Background: an optimization exercise with open tools, aiming at small area and a short achievable clock period. Do not read the settings as production practice. The RTL was checked by simulation tests, not by an equivalence proof against the original design.

==> inputs of willow <==
Design formula, start of the top module:
module formula #(
    parameter int N = 32  
) (
    input logic clk,
    input logic rstn,
    input logic i_valid,
    input logic signed [N-1 : 0] a,
    input logic signed [N-1 : 0] b,
    input logic signed [N-1 : 0] c,
    input logic signed [N-1 : 0] d,
    output logic o_valid,
    output logic signed [N-1 : 0] q
);
clock: 8.0 ns
lec_check: 0
abc_area: 1
abc_clock_period_in_ps: 7000
cap_margin: 20
core_margin: 2
core_utilization: 40
setup_slack_margin: 4.5
slew_margin: 20
standard.sh (not shown) runs the stock make flow with config.mk's settings and CLKGATE_MAP_FILE= SYNTH_SCRIPT=/design/flow/synth_recipe.tcl, a recipe that flattens the netlist after the stock synthesis.
==> flow/flow/run.sh <==
#!/bin/bash
# Own flow: the standard synthesis, then a polarity pass on the full adders
# (flow/fapol.py, which only removes or moves inverters and swaps gates for
# their complemented twins; registers are untouched), then the standard layout
# with buf_2 as the port buffer and no CTS dummy loads.
set -euo pipefail
W=$(pwd)
R=$W/orfs/results/$FLOW_PLATFORM/formula/base
bash standard.sh synth > $W/synth.log 2>&1
cp $R/1_2_yosys.v $W/1_2_yosys.std.v
FAPOL_MOVES=2000000 python3 $W/flow/fapol.py $W/1_2_yosys.std.v $W/1_2_yosys.pol.v > $W/fapol.log 2>&1
cp $W/1_2_yosys.pol.v $R/1_2_yosys.v
rm -f $R/1_synth.odb $R/1_synth.sdc
bash standard.sh finish \
  "BUFFER_PORTS_ARGS=-buffer_cell sky130_fd_sc_hd__buf_2" \
  "CTS_ARGS=-sink_clustering_enable -repair_clock_nets -dont_use_dummy_load" \
  > $W/finish.log 2>&1
Other scripts of this flow, unchanged in this note and not shown: flow/flow/fapol.py, flow/flow/twins.py
==> inputs of juniper, as changes to willow <==
--- a/flow/design.v
+++ b/flow/design.v
@@ -20,13 +20,13 @@
     logic [32:0] s_w, s_r;
     logic [33:0] x_w;
     logic [34:0] xe;
     logic [16:0] one_w, two_w, neg_w, one_r, two_r, neg_r;
     logic [31:0] d_r;
     assign s_w = {a[31], a} - {b[31], b};
-    assign x_w = {{2{c[31]}}, c} + {c[31], c, 1'b1};
+    assign x_w = {{2{c[31]}}, c} + {c[31], c, 1'b0} + 34'd1;
     assign xe = {x_w, 1'b0};
     for (genvar k = 0; k < 17; k++) begin : g_enc
         assign one_w[k] = xe[2*k+1] ^ xe[2*k];
         assign two_w[k] = (xe[2*k+2] & ~xe[2*k+1] & ~xe[2*k]) | (~xe[2*k+2] & xe[2*k+1] & xe[2*k]);
         assign neg_w[k] = xe[2*k+2];
     end
==> flow/flow/run.sh (replaced) <==
#!/bin/bash
# Own flow: the standard synthesis, then a polarity pass on the full adders
# (flow/fapol.py, which only removes or moves inverters and swaps gates for
# their complemented twins; registers are untouched), then the standard layout.
set -euo pipefail
W=$(pwd)
R=$W/orfs/results/$FLOW_PLATFORM/formula/base
bash standard.sh synth > $W/synth.log 2>&1
cp $R/1_2_yosys.v $W/1_2_yosys.std.v
FAPOL_MOVES=2000000 python3 $W/flow/fapol.py $W/1_2_yosys.std.v $W/1_2_yosys.pol.v > $W/fapol.log 2>&1
cp $W/1_2_yosys.pol.v $R/1_2_yosys.v
rm -f $R/1_synth.odb $R/1_synth.sdc
bash standard.sh finish > $W/finish.log 2>&1
- ABC_AREA: 1 -> unset
==> inputs of quartz, as changes to willow <==
--- a/flow/design.v
+++ b/flow/design.v
@@ -8,18 +8,18 @@
     input logic signed [N-1 : 0] b,
     input logic signed [N-1 : 0] c,
     input logic signed [N-1 : 0] d,
     output logic o_valid,
     output logic signed [N-1 : 0] q
 );
-    logic [4:1] v;
+    logic [3:1] v;
     always_ff @(posedge clk) begin
         if (!rstn) v <= '0;
-        else v <= {v[3:1], i_valid};
+        else v <= {v[2:1], i_valid};
     end
-    assign o_valid = v[4];
+    assign o_valid = v[3];
     logic [32:0] s_w, s_r;
     logic [33:0] x_w;
     logic [34:0] xe;
     logic [16:0] one_w, two_w, neg_w, one_r, two_r, neg_r;
     logic [31:0] d_r;
     assign s_w = {a[31], a} - {b[31], b};
@@ -1191,11 +1191,10 @@
     logic ovf_r, sgn_r;
     always_ff @(posedge clk) begin
         t_r   <= t[32:1];
         ovf_r <= ovf;
         sgn_r <= sgn;
     end
-    logic [31:0] q_w, q_r;
+    logic [31:0] q_w;
     assign q_w = ovf_r ? {sgn_r, {31{~sgn_r}}} : t_r;
-    always_ff @(posedge clk) q_r <= q_w;
-    assign q = q_r;
+    assign q = q_w;
 endmodule
==> qor summary <==
item	juniper	quartz	willow
Most used cell, CP	-	sky130_fd_sc_hd__fa_1	sky130_fd_sc_hd__fa_1
Number of cells traversed by the worst hold path	1	1	2
Post-DP HPWL	74400 um	92600 um	91000 um
Met2 GRT Util	38.6%	41.6%	40.9%
Reg2Reg Capture Point	ovf_r	m_r[115]	m_r[91]
Number of buffers created by CTS	44	42	45
Filler instances	8498	8991	9056
Insertion delay of the later-clocked pin in the worst-skew pair	0.62 ns	0.58 ns	0.61 ns
Setup WS post-layout	4.48 ns	4.52 ns	4.49 ns
Routed wire length per instance	25.9 um	24.4 um	23.6 um
WL met1	49100 um	50300 um	50000 um
R2R Path Start	m_r[8]	s_r[26]	s_r[14]
Met1 Usage GRT	33.4%	35.0%	34.3%
Share of the core filled with cells	46.6%	44.2%	44.1%
Status	complete, no violations	complete, no violations	complete, no violations
Required time reported for the critical path endpoint	8.49 ns	8.42 ns	8.41 ns
Final cycle utilization of the critical path	44.0%	43.5%	43.9%
Highest Clock Rate	284 MHz	287 MHz	285 MHz

* * *

==> inputs of build 90 <==
formula with an RTL version that a note above also has.
export LEC_CHECK = 0
export ABC_CLOCK_PERIOD_IN_PS = 7000
export CAP_MARGIN = 20
export CORE_MARGIN = 2
export CORE_UTILIZATION = 40
export SETUP_SLACK_MARGIN = 4.5
export SLEW_MARGIN = 20
create_clock -name core_clock -period 8.0 [get_ports {clk}]
==> flow/flow/run.sh <==
#!/bin/bash
# Own flow: the standard synthesis, then a polarity pass on the full adders
# (flow/fapol.py, which only removes or moves inverters and swaps gates for
# their complemented twins; registers are untouched), then the standard layout
# with buf_2 as the port buffer and no CTS dummy loads.
set -euo pipefail
W=$(pwd)
R=$W/orfs/results/$FLOW_PLATFORM/formula/base
bash standard.sh synth > $W/synth.log 2>&1
cp $R/1_2_yosys.v $W/1_2_yosys.std.v
FAPOL_MOVES=2000000 python3 $W/flow/fapol.py $W/1_2_yosys.std.v $W/1_2_yosys.pol.v > $W/fapol.log 2>&1
cp $W/1_2_yosys.pol.v $R/1_2_yosys.v
rm -f $R/1_synth.odb $R/1_synth.sdc
bash standard.sh finish \
  "BUFFER_PORTS_ARGS=-buffer_cell sky130_fd_sc_hd__buf_2" \
  "CTS_ARGS=-sink_clustering_enable -repair_clock_nets -dont_use_dummy_load" \
  > $W/finish.log 2>&1
Other scripts of this flow, unchanged in this note and not shown: flow/flow/fapol.py, flow/flow/twins.py
==> trial 9: changes against build 90 <==
--- a/flow/design.v
+++ b/flow/design.v
@@ -6,29 +6,29 @@
     input logic i_valid,
     input logic signed [N-1 : 0] a,
     input logic signed [N-1 : 0] b,
     input logic signed [N-1 : 0] c,
     input logic signed [N-1 : 0] d,
     output logic o_valid,
     output logic signed [N-1 : 0] q
 );
-    logic [4:1] v;
+    logic [3:1] v;
     always_ff @(posedge clk) begin
         if (!rstn) v <= '0;
-        else v <= {v[3:1], i_valid};
+        else v <= {v[2:1], i_valid};
     end
-    assign o_valid = v[4];
+    assign o_valid = v[3];
     logic [32:0] s_w, s_r;
     logic [33:0] x_w;
     logic [34:0] xe;
     logic [16:0] one_w, two_w, neg_w, one_r, two_r, neg_r;
     logic [31:0] d_r;
     assign s_w = {a[31], a} - {b[31], b};
-    assign x_w = {{2{c[31]}}, c} + {c[31], c, 1'b0} + 34'd1;
+    assign x_w = {{2{c[31]}}, c} + {c[31], c, 1'b1};
     assign xe = {x_w, 1'b0};
     for (genvar k = 0; k < 17; k++) begin : g_enc
         assign one_w[k] = xe[2*k+1] ^ xe[2*k];
         assign two_w[k] = (xe[2*k+2] & ~xe[2*k+1] & ~xe[2*k]) | (~xe[2*k+2] & xe[2*k+1] & xe[2*k]);
         assign neg_w[k] = xe[2*k+2];
     end
     always_ff @(posedge clk) begin
         s_r   <= s_w;
@@ -1189,13 +1189,12 @@
     assign sgn = t[65];
     logic [31:0] t_r;
     logic ovf_r, sgn_r;
     always_ff @(posedge clk) begin
         t_r   <= t[32:1];
         ovf_r <= ovf;
         sgn_r <= sgn;
     end
-    logic [31:0] q_w, q_r;
+    logic [31:0] q_w;
     assign q_w = ovf_r ? {sgn_r, {31{~sgn_r}}} : t_r;
-    always_ff @(posedge clk) q_r <= q_w;
-    assign q = q_r;
+    assign q = q_w;
 endmodule
==> flow/config.mk (replaced) <==
export PLATFORM = sky130hd
export DESIGN_NAME = formula
export DESIGN_NICKNAME = formula
export VERILOG_FILES = /design/flow/design.v
export SDC_FILE = /design/flow/constraint.sdc
export NUM_CORES = 4
export LEC_CHECK = 0
export ABC_AREA = 1
export ABC_CLOCK_PERIOD_IN_PS = 7000
export CAP_MARGIN = 20
export CORE_MARGIN = 2
export CORE_UTILIZATION = 40
export SETUP_SLACK_MARGIN = 4.35
export SLEW_MARGIN = 20
==> run notes <==
- Area after synthesis is about the same in build 90 and trial 9.
- Of build 90 and trial 9, build 90 has the higher register-to-register slack (gap 0.13 ns).
- In critical path depth, build 90 and trial 9 do not differ.
- Between trial 9 and build 90, the lower global-route usage is in build 90 (gap 2.4 points).
- Between trial 9 and build 90, the lower maximum frequency is in trial 9 (gap 3.5%, measured against build 90).
- Between build 90 and trial 9, the lower sequential share of layout area is in trial 9 (gap 1.7 points).
- Between build 90 and trial 9, the lower core utilization is in trial 9 (gap 0.92 points).
- Between trial 9 and build 90, the lower routed wire length is in build 90 (gap about 5%, measured against build 90).
- Against trial 9, the clock-buffer cell count of build 90 is higher by 4.
- In build 90 the flip-flop and latch count is higher than in trial 9, by 33.
- Of build 90 and trial 9, trial 9 has the higher clock skew (gap 0.0064 ns).
==> figures <==
item	build 90	trial 9
Status	finished clean	finished clean
Worst setup slack after layout	4.46 ns	4.33 ns
Sequential cell count	367	334
Slew @ Worst Pin	0.843 ns	1.03 ns
Data arrival, critical path	4.01 ns	4.12 ns
Final period util	44.2%	45.9%
Maximum fanout along the worst path	34	24
Fmax achieved	283 MHz	273 MHz
Leading cell type in the layout, fill and taps excluded	sky130_fd_sc_hd__a22oi_1	sky130_fd_sc_hd__nand2_1
Count of inverters not on the clock network in the layout	243	479
Final critical delay including setup and external delays	3.54 ns	3.67 ns
Cell with the largest stage delay on the worst path	sky130_fd_sc_hd__dfxtp_4	sky130_fd_sc_hd__xnor2_1
Inst Count DP	4676	5341
Post-layout utilization of the core	44.7%	43.8%
Synthesized area	36800 um^2	36800 um^2
Via count of the first global-routing pass	29700	32100
Layout-to-synthesis area ratio	1.110x	1.086x
Worst-case setup slack after placement	3.73 ns	3.96 ns
Post-detailed-placement half-perimeter wirelength	75100 um	92600 um
Sequential portion of the cell area	18.5%	16.8%

afterwards: timing with drivers on the ports:
The flow's constraints put no driver on any port. The routed layouts listed below were extracted and timed again, unchanged, in two steps. Step 1 assumes that a clkbuf_16 drives the clock port and a buf_2 every other input. Step 2, shift: input delay + t, output delay - t, t = (earliest + latest rising clock arrival at the registers) / 2. This alone moves slack from input paths to output paths. a / b / c = ideal ports / drivers / drivers and shift; a / b = the first two.
run | t, ns | setup WS [ns] | hold WS [ns]
willow | 0.639 | 4.486 / 4.486 / 4.396 | 0.418 / 0.418 / 0.418
juniper | 0.669 | 4.479 / 4.479 / 3.884 | 0.429 / 0.429 / 0.429
quartz | 0.635 | 4.521 / 4.521 / 4.269 | 0.424 / 0.424 / 0.424
build 90 | 0.654 | 4.460 / 4.460 / 3.854 | 0.424 / 0.424 / 0.424
trial 9 | 0.631 | 4.332 / 4.332 / 4.280 | 0.424 / 0.424 / 0.424
After both steps every run listed still meets setup and hold. For build 90, which loses most, drivers alone change the setup slack by 0.000 ns; drivers and shift together by -0.606 ns.
